What follows belongs to an exercise in optimizing a design on an open flow for small area; a production flow would make more cautious choices. No functional check of the RTL was part of any run shown here. No driver is modelled on the clock port, so clocking that relies on it looks cheaper here than on a real chip. Power figures rest on the tool's default switching activity, not on a simulated workload.

==> flow/design.v <==
module xor_gate(
    input logic [7:0] A,
    input logic [7:0] B,
    output logic [7:0] Y
);
    assign Y = A^B;
endmodule
`timescale 1ns/1ps
module xor_encrypt(
        input logic clk,
        input logic valid_in,
        input logic [7:0] key,
        input logic [255:0] code,
        output logic [255:0] code_out,
        output logic valid_out
);
logic [255:0] d;    
logic [255:0] r;    
logic [7:0] p0;
logic [7:0] p1;
logic [7:0] bs2_3;
logic [7:0] p2;
logic [7:0] p3;
logic [7:0] p4;
logic [7:0] bs5_6;
logic [7:0] p5;
logic [7:0] p6;
logic [7:0] p7;
logic [7:0] bs8_9;
logic [7:0] p8;
logic [7:0] p9;
logic [7:0] bs10_11;
logic [7:0] p10;
logic [7:0] p11;
logic [7:0] bs12_13;
logic [7:0] p12;
logic [7:0] p13;
logic [7:0] bs14_15;
logic [7:0] p14;
logic [7:0] p15;
logic [7:0] bs16_17;
logic [7:0] p16;
logic [7:0] p17;
logic [7:0] bs18_19;
logic [7:0] p18;
logic [7:0] p19;
logic [7:0] bs20_21;
logic [7:0] bs22_23;
logic [7:0] bs24_25;
logic [7:0] bs26_27;
logic [7:0] bs28_29;
logic [7:0] bs30_31;
logic [7:0] q20;
logic [7:0] q21;
logic [7:0] q22;
logic [7:0] q23;
logic [7:0] q24;
logic [7:0] q25;
logic [7:0] q26;
logic [7:0] q27;
logic [7:0] q28;
logic [7:0] q29;
logic [7:0] q30;
logic [7:0] q31;
xor_gate u_p0 (.A(key), .B(code[7:0]), .Y(p0));
xor_gate u_p1 (.A(p0), .B(code[15:8]), .Y(p1));
xor_gate u_bs2_3 (.A(code[23:16]), .B(code[31:24]), .Y(bs2_3));
xor_gate u_p2 (.A(p1), .B(code[23:16]), .Y(p2));
xor_gate u_p3 (.A(p1), .B(bs2_3), .Y(p3));
xor_gate u_p4 (.A(p3), .B(code[39:32]), .Y(p4));
xor_gate u_bs5_6 (.A(code[47:40]), .B(code[55:48]), .Y(bs5_6));
xor_gate u_p5 (.A(p4), .B(code[47:40]), .Y(p5));
xor_gate u_p6 (.A(p4), .B(bs5_6), .Y(p6));
xor_gate u_p7 (.A(p6), .B(code[63:56]), .Y(p7));
xor_gate u_bs8_9 (.A(code[71:64]), .B(code[79:72]), .Y(bs8_9));
xor_gate u_p8 (.A(p7), .B(code[71:64]), .Y(p8));
xor_gate u_p9 (.A(p7), .B(bs8_9), .Y(p9));
xor_gate u_bs10_11 (.A(code[87:80]), .B(code[95:88]), .Y(bs10_11));
xor_gate u_p10 (.A(p9), .B(code[87:80]), .Y(p10));
xor_gate u_p11 (.A(p9), .B(bs10_11), .Y(p11));
xor_gate u_bs12_13 (.A(code[103:96]), .B(code[111:104]), .Y(bs12_13));
xor_gate u_p12 (.A(p11), .B(code[103:96]), .Y(p12));
xor_gate u_p13 (.A(p11), .B(bs12_13), .Y(p13));
xor_gate u_bs14_15 (.A(code[119:112]), .B(code[127:120]), .Y(bs14_15));
xor_gate u_p14 (.A(p13), .B(code[119:112]), .Y(p14));
xor_gate u_p15 (.A(p13), .B(bs14_15), .Y(p15));
xor_gate u_bs16_17 (.A(code[135:128]), .B(code[143:136]), .Y(bs16_17));
xor_gate u_p16 (.A(p15), .B(code[135:128]), .Y(p16));
xor_gate u_p17 (.A(p15), .B(bs16_17), .Y(p17));
xor_gate u_bs18_19 (.A(code[151:144]), .B(code[159:152]), .Y(bs18_19));
xor_gate u_p18 (.A(p17), .B(code[151:144]), .Y(p18));
xor_gate u_p19 (.A(p17), .B(bs18_19), .Y(p19));
xor_gate u_bs20_21 (.A(code[167:160]), .B(code[175:168]), .Y(bs20_21));
xor_gate u_bs22_23 (.A(code[183:176]), .B(code[191:184]), .Y(bs22_23));
xor_gate u_bs24_25 (.A(code[199:192]), .B(code[207:200]), .Y(bs24_25));
xor_gate u_bs26_27 (.A(code[215:208]), .B(code[223:216]), .Y(bs26_27));
xor_gate u_bs28_29 (.A(code[231:224]), .B(code[239:232]), .Y(bs28_29));
xor_gate u_bs30_31 (.A(code[247:240]), .B(code[255:248]), .Y(bs30_31));
xor_gate u_q20 (.A(r[159:152]), .B(r[167:160]), .Y(q20));
xor_gate u_q21 (.A(r[159:152]), .B(r[175:168]), .Y(q21));
xor_gate u_q22 (.A(q21), .B(r[183:176]), .Y(q22));
xor_gate u_q23 (.A(q21), .B(r[191:184]), .Y(q23));
xor_gate u_q24 (.A(q23), .B(r[199:192]), .Y(q24));
xor_gate u_q25 (.A(q23), .B(r[207:200]), .Y(q25));
xor_gate u_q26 (.A(q25), .B(r[215:208]), .Y(q26));
xor_gate u_q27 (.A(q25), .B(r[223:216]), .Y(q27));
xor_gate u_q28 (.A(q27), .B(r[231:224]), .Y(q28));
xor_gate u_q29 (.A(q27), .B(r[239:232]), .Y(q29));
xor_gate u_q30 (.A(q29), .B(r[247:240]), .Y(q30));
xor_gate u_q31 (.A(q29), .B(r[255:248]), .Y(q31));
assign d[7:0] = p0;
assign d[15:8] = p1;
assign d[23:16] = p2;
assign d[31:24] = p3;
assign d[39:32] = p4;
assign d[47:40] = p5;
assign d[55:48] = p6;
assign d[63:56] = p7;
assign d[71:64] = p8;
assign d[79:72] = p9;
assign d[87:80] = p10;
assign d[95:88] = p11;
assign d[103:96] = p12;
assign d[111:104] = p13;
assign d[119:112] = p14;
assign d[127:120] = p15;
assign d[135:128] = p16;
assign d[143:136] = p17;
assign d[151:144] = p18;
assign d[159:152] = p19;
assign d[167:160] = code[167:160];
assign d[175:168] = bs20_21;
assign d[183:176] = code[183:176];
assign d[191:184] = bs22_23;
assign d[199:192] = code[199:192];
assign d[207:200] = bs24_25;
assign d[215:208] = code[215:208];
assign d[223:216] = bs26_27;
assign d[231:224] = code[231:224];
assign d[239:232] = bs28_29;
assign d[247:240] = code[247:240];
assign d[255:248] = bs30_31;
always_ff @(posedge clk) begin
    valid_out <= valid_in;
end
always_ff @(posedge clk) begin
    if (valid_in) r <= d;
end
assign code_out[7:0] = r[7:0];
assign code_out[15:8] = r[15:8];
assign code_out[23:16] = r[23:16];
assign code_out[31:24] = r[31:24];
assign code_out[39:32] = r[39:32];
assign code_out[47:40] = r[47:40];
assign code_out[55:48] = r[55:48];
assign code_out[63:56] = r[63:56];
assign code_out[71:64] = r[71:64];
assign code_out[79:72] = r[79:72];
assign code_out[87:80] = r[87:80];
assign code_out[95:88] = r[95:88];
assign code_out[103:96] = r[103:96];
assign code_out[111:104] = r[111:104];
assign code_out[119:112] = r[119:112];
assign code_out[127:120] = r[127:120];
assign code_out[135:128] = r[135:128];
assign code_out[143:136] = r[143:136];
assign code_out[151:144] = r[151:144];
assign code_out[159:152] = r[159:152];
assign code_out[167:160] = q20;
assign code_out[175:168] = q21;
assign code_out[183:176] = q22;
assign code_out[191:184] = q23;
assign code_out[199:192] = q24;
assign code_out[207:200] = q25;
assign code_out[215:208] = q26;
assign code_out[223:216] = q27;
assign code_out[231:224] = q28;
assign code_out[239:232] = q29;
assign code_out[247:240] = q30;
assign code_out[255:248] = q31;
endmodule
==> flow/flow/run.sh <==
#!/bin/bash
# Own layout flow: the standard flow (standard synthesis unchanged) with two changes:
#  - the buffers that global placement puts on every input and output port are the
#    smallest buffer, sky130_fd_sc_hd__buf_1, instead of the default pick;
#  - post_gpl.tcl drops the buffers that timing-driven global placement adds while the
#    clock is still ideal; the repairs after clock tree synthesis add what the real
#    clock timing needs.
# make's full output goes to flow_make.log in this folder; ORFS writes each step's log
# under orfs/logs/.
set -euo pipefail
export BUFFER_PORTS_ARGS="-buffer_cell sky130_fd_sc_hd__buf_1"
export POST_GLOBAL_PLACE_TCL="$PWD/flow/post_gpl.tcl"
export SETUP_MOVE_SEQUENCE="unbuffer,swap,buffer,sizeup"
export PRE_CTS_TCL="$PWD/flow/small_bufs.tcl"
export PRE_GLOBAL_ROUTE_TCL="$PWD/flow/small_bufs.tcl"
bash standard.sh finish > flow_make.log 2>&1
test -f out/final.def
==> flow/flow/post_gpl.tcl <==
# Post global placement hook.
# Drop the buffers that timing-driven global placement added (instances named place*),
# reconnecting their loads to the buffer's input net.
proc drop_place_buffers {} {
  set n 0
  foreach inst [get_cells -quiet place*] {
    set ref [get_property $inst ref_name]
    if { ![regexp {^sky130_fd_sc_hd__(buf|clkbuf)_[0-9]+$} $ref] } { continue }
    set name [get_full_name $inst]
    set in_net [get_nets -of_objects [get_pins $name/A]]
    set out_net [get_nets -of_objects [get_pins $name/X]]
    set loads {}
    foreach pin [get_pins -quiet -of_objects $out_net] {
      if { [get_full_name $pin] != "$name/X" } { lappend loads $pin }
    }
    if { [llength [get_ports -quiet -of_objects $out_net]] > 0 } { continue }
    disconnect_pin $in_net [get_pins $name/A]
    disconnect_pin $out_net [get_pins $name/X]
    foreach pin $loads {
      disconnect_pin $out_net $pin
      connect_pin $in_net $pin
    }
    delete_instance $inst
    delete_net $out_net
    incr n
  }
  puts "Dropped $n placement buffers."
}
drop_place_buffers
==> flow/flow/small_bufs.tcl <==
# Timing repairs after clock tree synthesis: buffer with the small buffers only.
set_dont_use [get_lib_cells {sky130_fd_sc_hd__buf_4 sky130_fd_sc_hd__buf_6 sky130_fd_sc_hd__buf_8 sky130_fd_sc_hd__buf_12 sky130_fd_sc_hd__buf_16 sky130_fd_sc_hd__xor2_4 sky130_fd_sc_hd__dlygate* sky130_fd_sc_hd__dlymetal* sky130_fd_sc_hd__clkdlybuf* sky130_fd_sc_hd__bufbuf* sky130_fd_sc_hd__clkbuf_4 sky130_fd_sc_hd__clkbuf_8}]
==> flow/standard.sh <==
#!/bin/bash
# synth_recipe.tcl (not shown) runs the flow's synth.tcl, then flattens the netlist and writes it again
# the make line also repeats each setting of config.mk as NAME=value (left out here)
make -C /OpenROAD-flow-scripts/flow DESIGN_CONFIG=/design/flow/config.mk WORK_HOME=/design/flow/orfs CLKGATE_MAP_FILE= SYNTH_SCRIPT=/design/flow/synth_recipe.tcl "${@:-finish}"
==> flow/config.mk <==
export PLATFORM = sky130hd
export DESIGN_NAME = xor_encrypt
export DESIGN_NICKNAME = xor_encrypt
export VERILOG_FILES = /design/flow/design.v
export SDC_FILE = /design/flow/constraint.sdc
export NUM_CORES = 4
export LEC_CHECK = 0
export CAP_MARGIN = 20
export CORE_MARGIN = 2
export CORE_UTILIZATION = 40
export CTS_BUF_LIST = sky130_fd_sc_hd__clkbuf_16
export CTS_CLUSTER_DIAMETER = 120
export CTS_CLUSTER_SIZE = 30
export SLEW_MARGIN = 20
export SYNTH_HIERARCHICAL = 1
export SYNTH_MINIMUM_KEEP_SIZE = 0
==> flow/constraint.sdc <==
create_clock -name core_clock -period 4.0 [get_ports {clk}]
set_input_delay 0.8000 -clock core_clock [delete_from_list [all_inputs] [get_ports {clk}]]
set_output_delay 0.8000 -clock core_clock [all_outputs]
set_load 0.01 [all_outputs]
==> impl_metrics.toml, run 1 <==
[outcome]
status = "complete, no violations"

[sta]
finalSetupTns_ns = 0
finalCritPeriodShare_pct = 94.37
rsz0062_at_grt = "yes"
report.final.slew_viol_count = 0
fin_crit_ns = 3.775
max_slew.worst_pin.slew_ns = 0.7103
slew_headroom_pct = 52.65
fmaxAchievable_ghz = 0.2649
hold_violations = 0
setup_violations = 0

[final_layout]
multiInputGateArea_um2 = 3238
mostFrequentLayoutCell = "buf_1"
layout_common_cells = "buf_1 (522), xor2_1 (366), edfxtp_1 (256), buf_2 (77), clkbuf_16 (14)"
drive_gt1_share_pct = 7.717
regArea_um2 = 7707
fin_cells = 1635
stdcell_area_um2 = 14190
nets = 1506
postLayoutCoreUtil_pct = 47.74
fill_cells = 2775
areaGrowthSynthToFinish_pct = 16.93

[floorplan]
die_h_um = 178.2
die_area_um2 = 31740
fp.dieW_um = 178.2
core_um2 = 29720
initial_core_util_pct = 40.82
io_pins = 523
row_count = 63

[yosys]
ys_seq_area_share_pct = 63.53
synth.distinct_cells = 4
netlist_area_um2 = 12130
synth_cells = 785
synth_seq_cells = 257
synth.avg_cell_area_um2 = 15.45
synth_nets = 1051
yosys_warnings = 7

[worst_setup_path]
cp-startpoint = "code[1]"
crit_fanout = 3
crit_type = "in2reg"
worstSetupEndpointType = "register"
worstSetupStartpointType = "primary input"
required_ns = 4.24
arrival_ns = 4.01

[cts]
cts-hold-fix-buffers = 0
path_clk_slew_ns = 0.11
cts.sinks = 257
cts_made_buffers = 12
tritoncts = "built"

[grt]
grt_pass1_vias = 6692
overflow = 0
grt.total_usage_pct = 15.94
grt_first_pass_wirelength_um = 38050
antenna_found_initial = 2
grt_max_degree = 132

[drt]
drc = 0
vias = 7027
wirelength_um = 27410
viasPerCell = 4.298
drt_first_pass_iters = 4
drtAntennaViolNets = 0
routedWlPerCell_um = 16.77
drtIter0Drc = 371

[pwr]
p_total_mw = 9.996
vdd_drop_max_uv = 319.2
p_per_area_nw_per_um2 = 704.6
p_leak_nw = 5.216

[placed_design]
dp_cells = 1538
port_buffers = 522
hpwl_um = 21560
placed_cell_area_um2 = 13430

[min_path]
min_path_cells = 1
min_from = "code[178]"
hold_class = "in2reg"

[job]
drv_cap = 0
## synthesized netlist by cell type
master / n / share of area, %
dfxtp_1: 1 / 0.17
buf_4: 160 / 9.9
edfxtp_1: 256 / 63
xor2_1: 368 / 27
## per-module statistics from Yosys, one instance, submodules excluded
| module | area [µm²] | cells |
|---|---|---|
| xor_gate | 70.07 | 8 |
| xor_encrypt | 8909 | 417 |
## where the power goes
group,leakage [nW],internal [mW],switching (mW)
clock,0.181,0.600,0.817
sequential,2.51,3.94,0.250
combinational,2.52,1.60,2.79
total,5.22,6.14,3.86
## what timing repair did
item / CTS / global route
resized for setup: 0 / 2
buffers inserted: 18 / 60
endpoints found under the setup margin: 24 / 40
pin swaps: 16 / 59
## flip-flops by register name, indices dropped and copies added (netlist names)
signal and count:
r 256, valid_out 1
## stage by stage
stage / hold WS [ns] / setup slack, ns
floorplan: 0.8277 / 0.02463
global placement: 1.023 / -0.2646
detailed placement: 1.026 / -0.8519
CTS: 0.4899 / 0.01333
global route: 0.4969 / -0.06548
finish: 0.5263 / 0.2251
## worst max-delay path: stages
cell    delay [ns]
buf_1         0.13
xor2_1        0.22
xor2_1        0.27
xor2_1        0.25
xor2_1        0.26
xor2_1        0.26
xor2_1        0.28
xor2_1        0.31
xor2_1        0.24
xor2_1        0.27
xor2_1        0.28
xor2_1        0.31
xor2_1        0.10
## final timing paths
check | to | slack, ns
worst min-delay path | r[178] | 0.53
worst max-delay path | r[153] | 0.23
## per-layer routing
metal	up-vias	GRT usage (%)	share of wire, %
met3	39	5.627	10
li1	3389	-	-
met4	2	4.816	2.4
met2	312	29.60	53
met1	3285	16.81	34
met5	-	0	0.047
## layout make-up
type                       instances  area share (%)
sequential                       257           54.33
multi-input combinational        368           22.83
timing repair buffer             601           16.90
tap                              390           3.440
clock buffer                      13           2.293
clock inverter                     5          0.1940
antenna                            1         0.01764
## cells by family (layout without fill, tap and decap cells)
kind of cell | Yosys count | count (layout) | share of synthesized area [%]
xor+xnor | 368 | 368 | 26.57
flops | 257 | 257 | 63.53
buf+inv | 160 | 619 | 9.901
other cells | 0 | 1 | 0
==> run 2, diff against run 1 <==
--- a/flow/design.v
+++ b/flow/design.v
@@ -17,31 +17,32 @@
 logic [255:0] d;    
 logic [255:0] r;    
 logic [7:0] p0;
+logic [7:0] bs1_2;
 logic [7:0] p1;
-logic [7:0] bs2_3;
 logic [7:0] p2;
+logic [7:0] bs3_4;
 logic [7:0] p3;
 logic [7:0] p4;
 logic [7:0] bs5_6;
 logic [7:0] p5;
 logic [7:0] p6;
+logic [7:0] bs7_8;
 logic [7:0] p7;
-logic [7:0] bs8_9;
 logic [7:0] p8;
+logic [7:0] bs9_10;
 logic [7:0] p9;
-logic [7:0] bs10_11;
 logic [7:0] p10;
+logic [7:0] bs11_12;
 logic [7:0] p11;
-logic [7:0] bs12_13;
 logic [7:0] p12;
+logic [7:0] bs13_14;
 logic [7:0] p13;
-logic [7:0] bs14_15;
 logic [7:0] p14;
+logic [7:0] bs15_16;
 logic [7:0] p15;
-logic [7:0] bs16_17;
 logic [7:0] p16;
+logic [7:0] bs17_18;
 logic [7:0] p17;
-logic [7:0] bs18_19;
 logic [7:0] p18;
 logic [7:0] p19;
 logic [7:0] bs20_21;
@@ -63,33 +64,34 @@
 logic [7:0] q30;
 logic [7:0] q31;
 xor_gate u_p0 (.A(key), .B(code[7:0]), .Y(p0));
+xor_gate u_bs1_2 (.A(code[15:8]), .B(code[23:16]), .Y(bs1_2));
 xor_gate u_p1 (.A(p0), .B(code[15:8]), .Y(p1));
-xor_gate u_bs2_3 (.A(code[23:16]), .B(code[31:24]), .Y(bs2_3));
-xor_gate u_p2 (.A(p1), .B(code[23:16]), .Y(p2));
-xor_gate u_p3 (.A(p1), .B(bs2_3), .Y(p3));
-xor_gate u_p4 (.A(p3), .B(code[39:32]), .Y(p4));
+xor_gate u_p2 (.A(p0), .B(bs1_2), .Y(p2));
+xor_gate u_bs3_4 (.A(code[31:24]), .B(code[39:32]), .Y(bs3_4));
+xor_gate u_p3 (.A(p2), .B(code[31:24]), .Y(p3));
+xor_gate u_p4 (.A(p2), .B(bs3_4), .Y(p4));
 xor_gate u_bs5_6 (.A(code[47:40]), .B(code[55:48]), .Y(bs5_6));
 xor_gate u_p5 (.A(p4), .B(code[47:40]), .Y(p5));
 xor_gate u_p6 (.A(p4), .B(bs5_6), .Y(p6));
+xor_gate u_bs7_8 (.A(code[63:56]), .B(code[71:64]), .Y(bs7_8));
 xor_gate u_p7 (.A(p6), .B(code[63:56]), .Y(p7));
-xor_gate u_bs8_9 (.A(code[71:64]), .B(code[79:72]), .Y(bs8_9));
-xor_gate u_p8 (.A(p7), .B(code[71:64]), .Y(p8));
-xor_gate u_p9 (.A(p7), .B(bs8_9), .Y(p9));
-xor_gate u_bs10_11 (.A(code[87:80]), .B(code[95:88]), .Y(bs10_11));
-xor_gate u_p10 (.A(p9), .B(code[87:80]), .Y(p10));
-xor_gate u_p11 (.A(p9), .B(bs10_11), .Y(p11));
-xor_gate u_bs12_13 (.A(code[103:96]), .B(code[111:104]), .Y(bs12_13));
-xor_gate u_p12 (.A(p11), .B(code[103:96]), .Y(p12));
-xor_gate u_p13 (.A(p11), .B(bs12_13), .Y(p13));
-xor_gate u_bs14_15 (.A(code[119:112]), .B(code[127:120]), .Y(bs14_15));
-xor_gate u_p14 (.A(p13), .B(code[119:112]), .Y(p14));
-xor_gate u_p15 (.A(p13), .B(bs14_15), .Y(p15));
-xor_gate u_bs16_17 (.A(code[135:128]), .B(code[143:136]), .Y(bs16_17));
-xor_gate u_p16 (.A(p15), .B(code[135:128]), .Y(p16));
-xor_gate u_p17 (.A(p15), .B(bs16_17), .Y(p17));
-xor_gate u_bs18_19 (.A(code[151:144]), .B(code[159:152]), .Y(bs18_19));
-xor_gate u_p18 (.A(p17), .B(code[151:144]), .Y(p18));
-xor_gate u_p19 (.A(p17), .B(bs18_19), .Y(p19));
+xor_gate u_p8 (.A(p6), .B(bs7_8), .Y(p8));
+xor_gate u_bs9_10 (.A(code[79:72]), .B(code[87:80]), .Y(bs9_10));
+xor_gate u_p9 (.A(p8), .B(code[79:72]), .Y(p9));
+xor_gate u_p10 (.A(p8), .B(bs9_10), .Y(p10));
+xor_gate u_bs11_12 (.A(code[95:88]), .B(code[103:96]), .Y(bs11_12));
+xor_gate u_p11 (.A(p10), .B(code[95:88]), .Y(p11));
+xor_gate u_p12 (.A(p10), .B(bs11_12), .Y(p12));
+xor_gate u_bs13_14 (.A(code[111:104]), .B(code[119:112]), .Y(bs13_14));
+xor_gate u_p13 (.A(p12), .B(code[111:104]), .Y(p13));
+xor_gate u_p14 (.A(p12), .B(bs13_14), .Y(p14));
+xor_gate u_bs15_16 (.A(code[127:120]), .B(code[135:128]), .Y(bs15_16));
+xor_gate u_p15 (.A(p14), .B(code[127:120]), .Y(p15));
+xor_gate u_p16 (.A(p14), .B(bs15_16), .Y(p16));
+xor_gate u_bs17_18 (.A(code[143:136]), .B(code[151:144]), .Y(bs17_18));
+xor_gate u_p17 (.A(p16), .B(code[143:136]), .Y(p17));
+xor_gate u_p18 (.A(p16), .B(bs17_18), .Y(p18));
+xor_gate u_p19 (.A(p18), .B(code[159:152]), .Y(p19));
 xor_gate u_bs20_21 (.A(code[167:160]), .B(code[175:168]), .Y(bs20_21));
 xor_gate u_bs22_23 (.A(code[183:176]), .B(code[191:184]), .Y(bs22_23));
 xor_gate u_bs24_25 (.A(code[199:192]), .B(code[207:200]), .Y(bs24_25));
==> run 2 against run 1 <==
Against the previous run: still clean; flip-flop and latch count unchanged; area after synthesis up 0.58%; combinational power fell by 2%; die area increased by 0.57%; first-iteration DRC count is 11% higher; clock-buffer cell count did not move; final cell count fell by 1.3%; synthesized cell count rose by 1.0%; global-route usage grew 0.54 points; sequential share of layout area is 0.22 points higher; critical endpoint is now r[159]; largest power group unchanged.
==> impl_metrics.toml, run 2 <==
[worst_setup_path]
arrival_ns = 4.03
cp_common_cell = "xor2_1"
worstSetupStartpointType = "primary input"
cpMaxStageDelayCell = "xor2_1"
worstSetupEndpointType = "register"
path_buf_inv = 1
cp-startpoint = "code[7]"
crit_family = "XOR/XNOR gates"
cpPeakStageDelay_ns = 0.34
crit_type = "in2reg"
crit_fanout = 3
required_ns = 4.23
worstPathCellList = "buf_1, xor2_1, xor2_1, xor2_1, xor2_1, xor2_1, xor2_1, xor2_1, xor2_1, xor2_1, xor2_1, xor2_1"

[job]
drv_cap = 0

[min_path]
hold_class = "in2reg"
min_from = "code[193]"
min_to = "r[193]"
min_path_cells = 1

[yosys]
ys.flop_type = "edfxtp_1"
synth_nets = 1059
synth_top_area_share_pct = 63.00
synth.distinct_cells = 4
synth_edf_count = 256
ys_top_cells_by_area = "edfxtp_1 (63%), xor2_1 (27%), buf_4 (9.8%), dfxtp_1 (0.16%)"
ys_async_sr_fraction_pct = 0
synth_cells = 793
ys_seq_area_share_pct = 63.17
yosysTopAreaCell = "edfxtp_1"
synth_commonest_cells = "xor2_1 (376), edfxtp_1 (256), buf_4 (160), dfxtp_1 (1)"
netlist_area_um2 = 12200
yosys_warnings = 7
yosysMostFrequentCell = "xor2_1"
synth.avg_cell_area_um2 = 15.39
synth_seq_cells = 257

[final_layout]
areaGrowthSynthToFinish_pct = 15.79
drive_gt1_share_pct = 5.487
largest_reg_flops = 256
layout_common_cells = "buf_1 (522), xor2_1 (374), edfxtp_1 (256), buf_2 (48), clkbuf_16 (14)"
largest-register = "r"
top_regs = "r: 256 flops, valid_out: 1 flops"
nets = 1485
mostFrequentLayoutCell = "buf_1"

[floorplan]
core_um2 = 29870
row_count = 63
initial_core_util_pct = 40.84
io_pins = 523
fp.dieW_um = 178.7
die_area_um2 = 31920
die_h_um = 178.7

[drt]
drtIter0Drc = 413
drc = 0
vias = 6961
drtAntennaViolNets = 0
drt_first_pass_iters = 4
viasPerCell = 4.316
wirelength_um = 28580
routedWlPerCell_um = 17.72

[grt]
overflow = 0
grt_pass1_vias = 6690
antenna_found_initial = 2
grt.total_usage_pct = 16.48
grt_first_pass_wirelength_um = 39320
grt_max_degree = 159

[cts]
cts.sinks = 257
path_clk_slew_ns = 0.12
tritoncts = "built"
cts_made_buffers = 12

[outcome]
status = "complete, no violations"

[sta]
fin_crit_ns = 3.800
fmaxAchievable_ghz = 0.2632
setup_violations = 0
finalSetupTns_ns = 0
finalCritPeriodShare_pct = 94.99
max_slew.worst_pin.slew_ns = 0.8576
slew_headroom_pct = 42.83
hold_violations = 0
report.final.slew_viol_count = 0

[pwr]
p_per_area_nw_per_um2 = 705.7
vdd_drop_max_uv = 295.0
p_total_mw = 9.970
p_leak_nw = 5.136

[placed_design]
port_buffers = 522
hpwl_um = 22430
## run 2: changes by cell type after synthesis
| cell | previous run | this run |
|---|---|---|
| xor2_1 | 368 | 376 |
## run 2: how the worst max path moves through the flow
stage             end  slack [ns]  depth (start not counted)
2_1_floorplan  r[152]        0.17                         11
3_3_place_gp   r[152]       -0.18                         12
3_5_place_dp   r[158]       -0.64                         12
4_1_cts        r[156]        0.03                         12
5_1_grt        r[153]       -0.02                         12
6_report       r[159]        0.20                         12
## run 2: stage by stage
step | hold slack (ns) | setup WS [ns] | utilization, % | instance area, µm² | std cells
after CTS | 0.4988 | 0.03045 | 46.52 | 13900 | 1569
after global routing | 0.5010 | -0.01937 | 47.29 | 14130 | 1613
after global placement | 1.024 | -0.1815 | 46.62 | 13930 | 1605
after detailed placement | 1.027 | -0.6435 | 45.18 | 13500 | 1546
final | 0.5287 | 0.2004 | 47.29 | 14130 | 1613
after floorplan | 0.8277 | 0.1695 | - | 12200 | 793
## run 2: final cells by class
class	instances	area (µm²)
tap	390	488.0
sequential	257	7707
antenna	2	5.005
clock inverter	3	42.54
clock buffer	13	325.3
fill	2799	15750
multi-input combinational	376	3308
timing repair buffer	572	2252
## run 2: per-layer routing
metal / routed length, µm / up-vias / GRT usage [%] / share of wire (%)
li1: - / 3342 / - / -
met1: 10700 / 3346 / 19.01 / 37
met2: 15130 / 249 / 30.29 / 53
met3: 2177 / 24 / 4.665 / 7.6
met4: 575 / 0 / 3.557 / 2.0
met5: 0 / - / 0 / 0
## run 2: power by group
part           switching (mW)  total, mW  internal [mW]
Combinational            2.81       4.29           1.48
Clock                   0.826       1.49          0.661
Sequential              0.246       4.19           3.94
## run 2: kinds of logic after synthesis
logic type	after synthesis	synth area share, %
XOR/XNOR	376	26.99
flip-flops	257	63.17
buffers and inverters	160	9.844
## run 2: Yosys stat by module, one instance, submodules excluded
module	area, µm²	cells inside	copies in the design	flip-flops and latches
xor_encrypt	8909	417	1	257
xor_gate	70.07	8	47	0
## run 2: what timing repair did
item	4_1_cts	5_1_grt
setup buffers	7	42
hold buffers	0	0
resized for setup	0	2
setup endpoints to repair	9	29
pin swaps	6	33
==> run 3, diff against run 2 <==
--- a/flow/design.v
+++ b/flow/design.v
@@ -42,6 +42,7 @@
 logic [7:0] p15;
 logic [7:0] p16;
 logic [7:0] bs17_18;
+logic [7:0] bs17_19;
 logic [7:0] p17;
 logic [7:0] p18;
 logic [7:0] p19;
@@ -89,9 +90,10 @@
 xor_gate u_p15 (.A(p14), .B(code[127:120]), .Y(p15));
 xor_gate u_p16 (.A(p14), .B(bs15_16), .Y(p16));
 xor_gate u_bs17_18 (.A(code[143:136]), .B(code[151:144]), .Y(bs17_18));
+xor_gate u_bs17_19 (.A(bs17_18), .B(code[159:152]), .Y(bs17_19));
 xor_gate u_p17 (.A(p16), .B(code[143:136]), .Y(p17));
 xor_gate u_p18 (.A(p16), .B(bs17_18), .Y(p18));
-xor_gate u_p19 (.A(p18), .B(code[159:152]), .Y(p19));
+xor_gate u_p19 (.A(p16), .B(bs17_19), .Y(p19));
 xor_gate u_bs20_21 (.A(code[167:160]), .B(code[175:168]), .Y(bs20_21));
 xor_gate u_bs22_23 (.A(code[183:176]), .B(code[191:184]), .Y(bs22_23));
 xor_gate u_bs24_25 (.A(code[199:192]), .B(code[207:200]), .Y(bs24_25));
--- a/flow/flow/run.sh
+++ b/flow/flow/run.sh
@@ -1,10 +1,12 @@
 #!/bin/bash
-# Own layout flow: the standard flow (standard synthesis unchanged) with two changes:
+# Own layout flow: the standard flow (standard synthesis unchanged) with these changes:
 #  - the buffers that global placement puts on every input and output port are the
 #    smallest buffer, sky130_fd_sc_hd__buf_1, instead of the default pick;
 #  - post_gpl.tcl drops the buffers that timing-driven global placement adds while the
 #    clock is still ideal; the repairs after clock tree synthesis add what the real
-#    clock timing needs.
+#    clock timing needs;
+#  - those repairs try buffering before sizing gates up, and small_bufs.tcl keeps them
+#    to the small buffers (no large or delay buffers, no xor2_4).
 # make's full output goes to flow_make.log in this folder; ORFS writes each step's log
 # under orfs/logs/.
 set -euo pipefail
==> run 3 against run 2 <==
Against the previous run: still clean; global-route usage down 0.65 points; sequential share of layout area up 0.17 points; design area down 0.32%; sequential power about the same; maximum frequency down 0.87%; combinational power about the same; flip-flop and latch count unchanged; hold slack worse by 0.0037 ns; via count down 0.76%; largest cell class unchanged; highest routed layer unchanged.
==> impl_metrics.toml, run 3 <==
[final_layout]
nets = 1478
drive_gt1_share_pct = 3.789
layout_common_cells = "buf_1 (526), xor2_1 (384), edfxtp_1 (256), buf_2 (29), clkbuf_16 (14)"
n_antenna_cell = 0
top_regs = "r: 256 flops, valid_out: 1 flops"
stdcell_area_um2 = 14080
areaGrowthSynthToFinish_pct = 14.76
largest-register = "r"
mostFrequentLayoutCell = "buf_1"
largest_reg_flops = 256
postLayoutCoreUtil_pct = 46.28

[grt]
grt_first_pass_wirelength_um = 38070
overflow = 0
grt.total_usage_pct = 15.83
top_usage_layer = "met2"
antenna_found_initial = 0
grt_pass1_vias = 6637
grtUsageMet3_pct = 4.262
grtUsageMet1_pct = 18.17
grt_use_met2_pct = 28.59
grt_max_degree = 136

[yosys]
ys.flop_type = "edfxtp_1"
yosysTopAreaCell = "edfxtp_1"
yosys_warnings = 7
synth_nets = 1067
synth_seq_cells = 257
synth_cells = 801
synth.avg_cell_area_um2 = 15.32
synth.distinct_cells = 4
yosysMostFrequentCell = "xor2_1"
ys_async_sr_fraction_pct = 0
ys_seq_area_share_pct = 62.81
netlist_area_um2 = 12270
ys_top_cells_by_area = "edfxtp_1 (63%), xor2_1 (27%), buf_4 (9.8%), dfxtp_1 (0.16%)"
synth_top_area_share_pct = 62.64
synth_edf_count = 256
synth_commonest_cells = "xor2_1 (384), edfxtp_1 (256), buf_4 (160), dfxtp_1 (1)"

[pwr]
vdd_drop_max_uv = 280.8
p_clk_share_pct = 14.4
p_int_mw = 6.002
netSwitchingPower_mw = 3.872
p_sw_share_pct = 39.21
p_leak_nw = 5.092
p_per_area_nw_per_um2 = 701.1
pwr-share-seq_pct = 42.4
pwr-share-comb_pct = 43.2

[worst_setup_path]
required_ns = 4.25
worstSetupStartpointType = "primary input"
arrival_ns = 4.09
crit_fanout = 3
worstSetupEndpointType = "register"
crit_type = "in2reg"

[cts]
cts-resized-gates = 0
cts.sinks = 257
cts-hold-fix-buffers = 0
path_clk_slew_ns = 0.11
tritoncts = "built"
cts_made_buffers = 12

[sta]
max_slew.worst_pin.slew_ns = 0.7180
finalSetupTns_ns = 0
timing.final.ws_setup_ns = 0.1670
finalCritPeriodShare_pct = 95.83
setup_violations = 0
report.final.slew_viol_count = 0
hold_violations = 0
hold-worst-slack_ns = 0.5249
fmaxAchievable_ghz = 0.2609
fin_crit_ns = 3.833
slew_headroom_pct = 52.13

[placed_design]
port_buffers = 522
placed_cell_area_um2 = 13570
pre_cts_slack_ns = -0.5120
hpwl_um = 22190

[floorplan]
core_um2 = 30430
die_area_um2 = 32100
io_pins = 523
fp.dieW_um = 179.2
die_h_um = 179.2
row_count = 64
initial_core_util_pct = 40.33

[outcome]
status = "complete, no violations"

[drt]
routedWlPerCell_um = 17.35
viasPerCell = 4.291
vias = 6908
drt_first_pass_iters = 4
wirelength_um = 27930
drtAntennaViolNets = 0
drtIter0Drc = 348
drc = 0

[job]
drv_cap = 0

[min_path]
hold_class = "in2reg"
[run 3: cell count changes in the layout (fill, tap and decap cells not counted), sizes merged]
cell,change
buf,-15
bufinv,-1
xor2,+8
diode,-2
inv,+1
[run 3: power by group through the flow]
stage	clock (mW)	combinational, mW	sequential [mW]
after floorplan	0	3.12	4.17
after global placement	0	4.30	4.24
after detailed placement	0	4.08	4.26
after CTS	1.49	4.12	4.20
after global routing	1.56	4.73	4.27
final	1.42	4.26	4.19
[run 3: worst max-delay path: stages]
cell,delay (ns)
buf_1,0.09
xor2_1,0.30
xor2_1,0.32
xor2_1,0.40
xor2_1,0.36
xor2_1,0.29
xor2_1,0.35
xor2_1,0.33
xor2_1,0.34
xor2_1,0.24
buf_2,0.19
xor2_1,0.07
[run 3: area by class of cell]
type | count | area, µm²
well taps | 396 | 495.5
fillers | 2843 | 16350
clock buffers | 13 | 325.3
multi-input cells | 384 | 3363
flip-flops and latches | 257 | 7707
clock inverters | 3 | 20.02
repair buffers | 557 | 2172
[run 3: per-stage QoR]
step                power, mW  std cells
floorplan               7.289        801
global placement        8.540       1601
detailed placement      8.346       1560
CTS                     9.806       1580
global route            10.56       1610
finish                  9.874       1610
[run 3: timing repair]
item / 4_1_cts / 5_1_grt
endpoints found under the hold margin: 0 / 0
setup endpoints to repair: 6 / 40
buffers inserted: 4 / 30
pin swaps: 3 / 20
[run 3: cell families after synthesis]
logic type	share of synthesized area, %
XOR/XNOR	27.41
flip-flops	62.81
buffers and inverters	9.788
[run 3: per-module statistics from Yosys, one instance, submodules excluded]
module	flops+latches	times used	cell area (µm²)
xor_encrypt	257	1	8909
xor_gate	0	48	70.07
[run 3: metal layers]
layer  wire, µm  vias to the layer above
met3       2243                       39
met5          0                        -
met1      10420                     3264
met2      14440                      269
li1           -                     3336
met4        835                        0
[run 3: path summary, 6_finish.rpt]
kind / from / to / slack, ns / cells after the start
max: key[6] / r[158] / 0.17 / 12
min: code[230] / r[230] / 0.52 / 1
==> run 4, diff against run 3 <==
--- a/flow/design.v
+++ b/flow/design.v
@@ -42,16 +42,16 @@
 logic [7:0] p15;
 logic [7:0] p16;
 logic [7:0] bs17_18;
-logic [7:0] bs17_19;
 logic [7:0] p17;
 logic [7:0] p18;
-logic [7:0] p19;
-logic [7:0] bs20_21;
+logic [7:0] bs19_20;
+logic [7:0] bs19_21;
 logic [7:0] bs22_23;
 logic [7:0] bs24_25;
 logic [7:0] bs26_27;
 logic [7:0] bs28_29;
 logic [7:0] bs30_31;
+logic [7:0] q19;
 logic [7:0] q20;
 logic [7:0] q21;
 logic [7:0] q22;
@@ -90,18 +90,18 @@
 xor_gate u_p15 (.A(p14), .B(code[127:120]), .Y(p15));
 xor_gate u_p16 (.A(p14), .B(bs15_16), .Y(p16));
 xor_gate u_bs17_18 (.A(code[143:136]), .B(code[151:144]), .Y(bs17_18));
-xor_gate u_bs17_19 (.A(bs17_18), .B(code[159:152]), .Y(bs17_19));
 xor_gate u_p17 (.A(p16), .B(code[143:136]), .Y(p17));
 xor_gate u_p18 (.A(p16), .B(bs17_18), .Y(p18));
-xor_gate u_p19 (.A(p16), .B(bs17_19), .Y(p19));
-xor_gate u_bs20_21 (.A(code[167:160]), .B(code[175:168]), .Y(bs20_21));
+xor_gate u_bs19_20 (.A(code[159:152]), .B(code[167:160]), .Y(bs19_20));
+xor_gate u_bs19_21 (.A(bs19_20), .B(code[175:168]), .Y(bs19_21));
 xor_gate u_bs22_23 (.A(code[183:176]), .B(code[191:184]), .Y(bs22_23));
 xor_gate u_bs24_25 (.A(code[199:192]), .B(code[207:200]), .Y(bs24_25));
 xor_gate u_bs26_27 (.A(code[215:208]), .B(code[223:216]), .Y(bs26_27));
 xor_gate u_bs28_29 (.A(code[231:224]), .B(code[239:232]), .Y(bs28_29));
 xor_gate u_bs30_31 (.A(code[247:240]), .B(code[255:248]), .Y(bs30_31));
-xor_gate u_q20 (.A(r[159:152]), .B(r[167:160]), .Y(q20));
-xor_gate u_q21 (.A(r[159:152]), .B(r[175:168]), .Y(q21));
+xor_gate u_q19 (.A(r[151:144]), .B(r[159:152]), .Y(q19));
+xor_gate u_q20 (.A(r[151:144]), .B(r[167:160]), .Y(q20));
+xor_gate u_q21 (.A(r[151:144]), .B(r[175:168]), .Y(q21));
 xor_gate u_q22 (.A(q21), .B(r[183:176]), .Y(q22));
 xor_gate u_q23 (.A(q21), .B(r[191:184]), .Y(q23));
 xor_gate u_q24 (.A(q23), .B(r[199:192]), .Y(q24));
@@ -131,9 +131,9 @@
 assign d[135:128] = p16;
 assign d[143:136] = p17;
 assign d[151:144] = p18;
-assign d[159:152] = p19;
-assign d[167:160] = code[167:160];
-assign d[175:168] = bs20_21;
+assign d[159:152] = code[159:152];
+assign d[167:160] = bs19_20;
+assign d[175:168] = bs19_21;
 assign d[183:176] = code[183:176];
 assign d[191:184] = bs22_23;
 assign d[199:192] = code[199:192];
@@ -169,7 +169,7 @@
 assign code_out[135:128] = r[135:128];
 assign code_out[143:136] = r[143:136];
 assign code_out[151:144] = r[151:144];
-assign code_out[159:152] = r[159:152];
+assign code_out[159:152] = q19;
 assign code_out[167:160] = q20;
 assign code_out[175:168] = q21;
 assign code_out[183:176] = q22;
--- a/flow/config.mk
+++ b/flow/config.mk
@@ -8,9 +8,9 @@
 export CAP_MARGIN = 20
 export CORE_MARGIN = 2
 export CORE_UTILIZATION = 40
-export CTS_BUF_LIST = sky130_fd_sc_hd__clkbuf_16
-export CTS_CLUSTER_DIAMETER = 120
-export CTS_CLUSTER_SIZE = 30
+export CTS_BUF_LIST = sky130_fd_sc_hd__clkbuf_8
+export CTS_CLUSTER_DIAMETER = 100
+export CTS_CLUSTER_SIZE = 16
 export SLEW_MARGIN = 20
 export SYNTH_HIERARCHICAL = 1
 export SYNTH_MINIMUM_KEEP_SIZE = 0
==> run 4 against run 3 <==
Against the previous run: maximum frequency up 1.8%; routed wire length up 1.1%; critical path depth down 4; critical endpoint is now code_out[243]; largest power group unchanged; hold slack worse by 0.042 ns; highest routed layer unchanged; via count up 0.38%; non-clock buffer count up 1; final cell count up 0.62%; clock power down 4%.
==> impl_metrics.toml, run 4 <==
[yosys]
synth.distinct_cells = 4
synth_top_area_share_pct = 62.95
ys_seq_area_share_pct = 63.11
synth_cells = 793
synth.avg_cell_area_um2 = 15.40
netlist_area_um2 = 12210
synth_nets = 1059
ys.flop_type = "edfxtp_1"
ys_top_cells_by_area = "edfxtp_1 (63%), xor2_1 (28%), buf_4 (9.3%), dfxtp_1 (0.16%)"
synth_seq_cells = 257
synth_commonest_cells = "xor2_1 (384), edfxtp_1 (256), buf_4 (152), dfxtp_1 (1)"
synth_edf_count = 256
ys_async_sr_fraction_pct = 0
yosysMostFrequentCell = "xor2_1"
yosysTopAreaCell = "edfxtp_1"
yosys_warnings = 7

[worst_setup_path]
required_ns = 3.20
worstSetupEndpointType = "output port"
worstSetupStartpointType = "register"
crit_fanout = 4
crit_type = "reg2out"
arrival_ns = 2.97

[outcome]
status = "complete, no violations"

[placed_design]
hpwl_um = 22270
pre_cts_slack_ns = -0.4416
port_buffers = 522

[drt]
routedWlPerCell_um = 17.43
viasPerCell = 4.280
drtIter0Drc = 260
wirelength_um = 28240
drt_first_pass_iters = 4
drc = 0
drtAntennaViolNets = 0
vias = 6934

[sta]
slew_headroom_pct = 43.01
hold-worst-slack_ns = 0.4830
hold_violations = 0
fin_crit_ns = 3.765
timing.final.ws_setup_ns = 0.2346
max_slew.worst_pin.slew_ns = 0.8549
report.final.slew_viol_count = 0
finalCritPeriodShare_pct = 94.14
setup_violations = 0
fmaxAchievable_ghz = 0.2656

[grt]
grt_pass1_vias = 6771
antenna_found_initial = 1
grt_first_pass_wirelength_um = 38740
grt_max_degree = 139
overflow = 0
grt.total_usage_pct = 16.30

[floorplan]
row_count = 63
io_pins = 523
die_h_um = 178.7
die_area_um2 = 31940
initial_core_util_pct = 40.88
core_um2 = 29870
fp.dieW_um = 178.7

[cts]
cts-hold-fix-buffers = 0
path_clk_slew_ns = 0.12
tritoncts = "built"
cts_made_buffers = 20
cts.sinks = 257

[job]
drv_cap = 0

[final_layout]
postLayoutCoreUtil_pct = 47.22
nets = 1487
areaGrowthSynthToFinish_pct = 15.52
mostFrequentLayoutCell = "buf_1"
largest-register = "r"
layout_common_cells = "buf_1 (524), xor2_1 (381), edfxtp_1 (256), buf_2 (32), clkbuf_8 (22)"
top_regs = "r: 256 flops, valid_out: 1 flops"
fill_cells = 2810
largest_reg_flops = 256
drive_gt1_share_pct = 4.886

[pwr]
p_leak_nw = 5.127
vdd_drop_max_uv = 232.1
p_total_mw = 9.777
p_per_area_nw_per_um2 = 693.0

[min_path]
min_path_cells = 1
hold_class = "in2reg"
[run 4: cell types whose count changed after synthesis]
cell,before,now
buf_4,160,152
[run 4: cell type report]
type,count,area [µm²],share of cell area [%]
Clock inverter,7,38.79,0.2749
Tap cell,390,488.0,3.459
Multi-Input combinational cell,384,3386,24.00
Sequential cell,257,7707,54.63
Timing Repair Buffer,558,2180,15.45
Clock buffer,22,302.8,2.146
Antenna cell,2,5.005,0.03548
[run 4: cells by family after synthesis]
| family | count (synthesis) | synth area share, % |
|---|---|---|
| xor+xnor | 384 | 27.54 |
| buf+inv | 152 | 9.344 |
| flops | 257 | 63.11 |
[run 4: power breakdown]
part	internal [mW]	switching (mW)
sequential	3.89	0.262
combinational	1.47	2.79
clock	0.509	0.858
total	5.87	3.91
[run 4: timing repair]
action                     4_1_cts  5_1_grt
hold endpoints to repair         0        0
gates resized for setup          0        3
pin swaps                        4       28
buffers inserted                 6       29
setup endpoints to repair        5       24
[run 4: worst paths after layout]
check	start	to	slack, ns
max	r[147]	code_out[243]	0.23
min	code[211]	r[211]	0.48
[run 4: worst max-delay path, cell delays in order, from the launching register on]
cell      delay (ns)
edfxtp_1        0.55
xor2_2          0.27
xor2_1          0.28
xor2_1          0.34
xor2_1          0.32
xor2_1          0.17
buf_2           0.16
xor2_1          0.15
buf_1           0.17
[run 4: per-module statistics from Yosys (local to each module, per instance)]
module / copies in the design / cells inside / flip-flops and latches / area [µm²]
xor_encrypt: 1 / 409 / 257 / 8848
xor_gate: 48 / 8 / 0 / 70.07
[run 4: stage by stage]
step	area, µm²	std cells	setup TNS (ns)
after floorplan	12210	793	0
after global placement	13780	1583	0
after detailed placement	13570	1554	-5.481
after CTS	13940	1589	0
after global routing	14100	1618	-0.03118
final	14110	1620	0
[run 4: per-layer routing]
metal  wire length, µm  up-vias  share of wire [%]  track usage (%)
met1             10080     3250                 36            17.75
met3              2605       45                9.2            4.856
li1                  -     3355                  -                -
met5                 0        -                  0                0
met4               715        0                2.5            5.217
met2             14830      284                 53            30.21

## separate check: timing with driven ports
The results above use ideal ports. As a check the final layouts listed here were re-extracted and re-timed, cells and wires unchanged. Step 1: set_driving_cell puts a clkbuf_16 on clk and a buf_2 on each other input, an assumption about the parent block. Step 2 moves the port delays by t, midway between the first and last clock arrival at a register: inputs arrive t later, outputs are due t later. That takes back most of the time a late clock gives input paths. Slacks: ideal ports / drivers / drivers and shift; pairs: ideal ports / drivers.
| run | t, ns | slack for setup (ns) | hold slack, ns | worst register clock-pin slew, ns |
|---|---|---|---|---|
| run 1 | 0.528 | 0.225 / 0.209 / -0.276 | 0.526 / 0.506 / 1.033 | 0.12 / 0.12 |
| run 2 | 0.529 | 0.200 / 0.220 / -0.304 | 0.529 / 0.505 / 1.034 | 0.12 / 0.12 |
| run 3 | 0.532 | 0.167 / 0.186 / -0.346 | 0.525 / 0.505 / 1.036 | 0.12 / 0.12 |
| run 4 | 0.570 | 0.235 / 0.190 / -0.284 | 0.483 / 0.467 / 1.037 | 0.12 / 0.12 |
Met with ideal ports but missed after step 2: setup timing in every run listed. For run 4, which loses most, drivers alone change the setup slack by -0.045 ns; drivers and shift together by -0.519 ns.
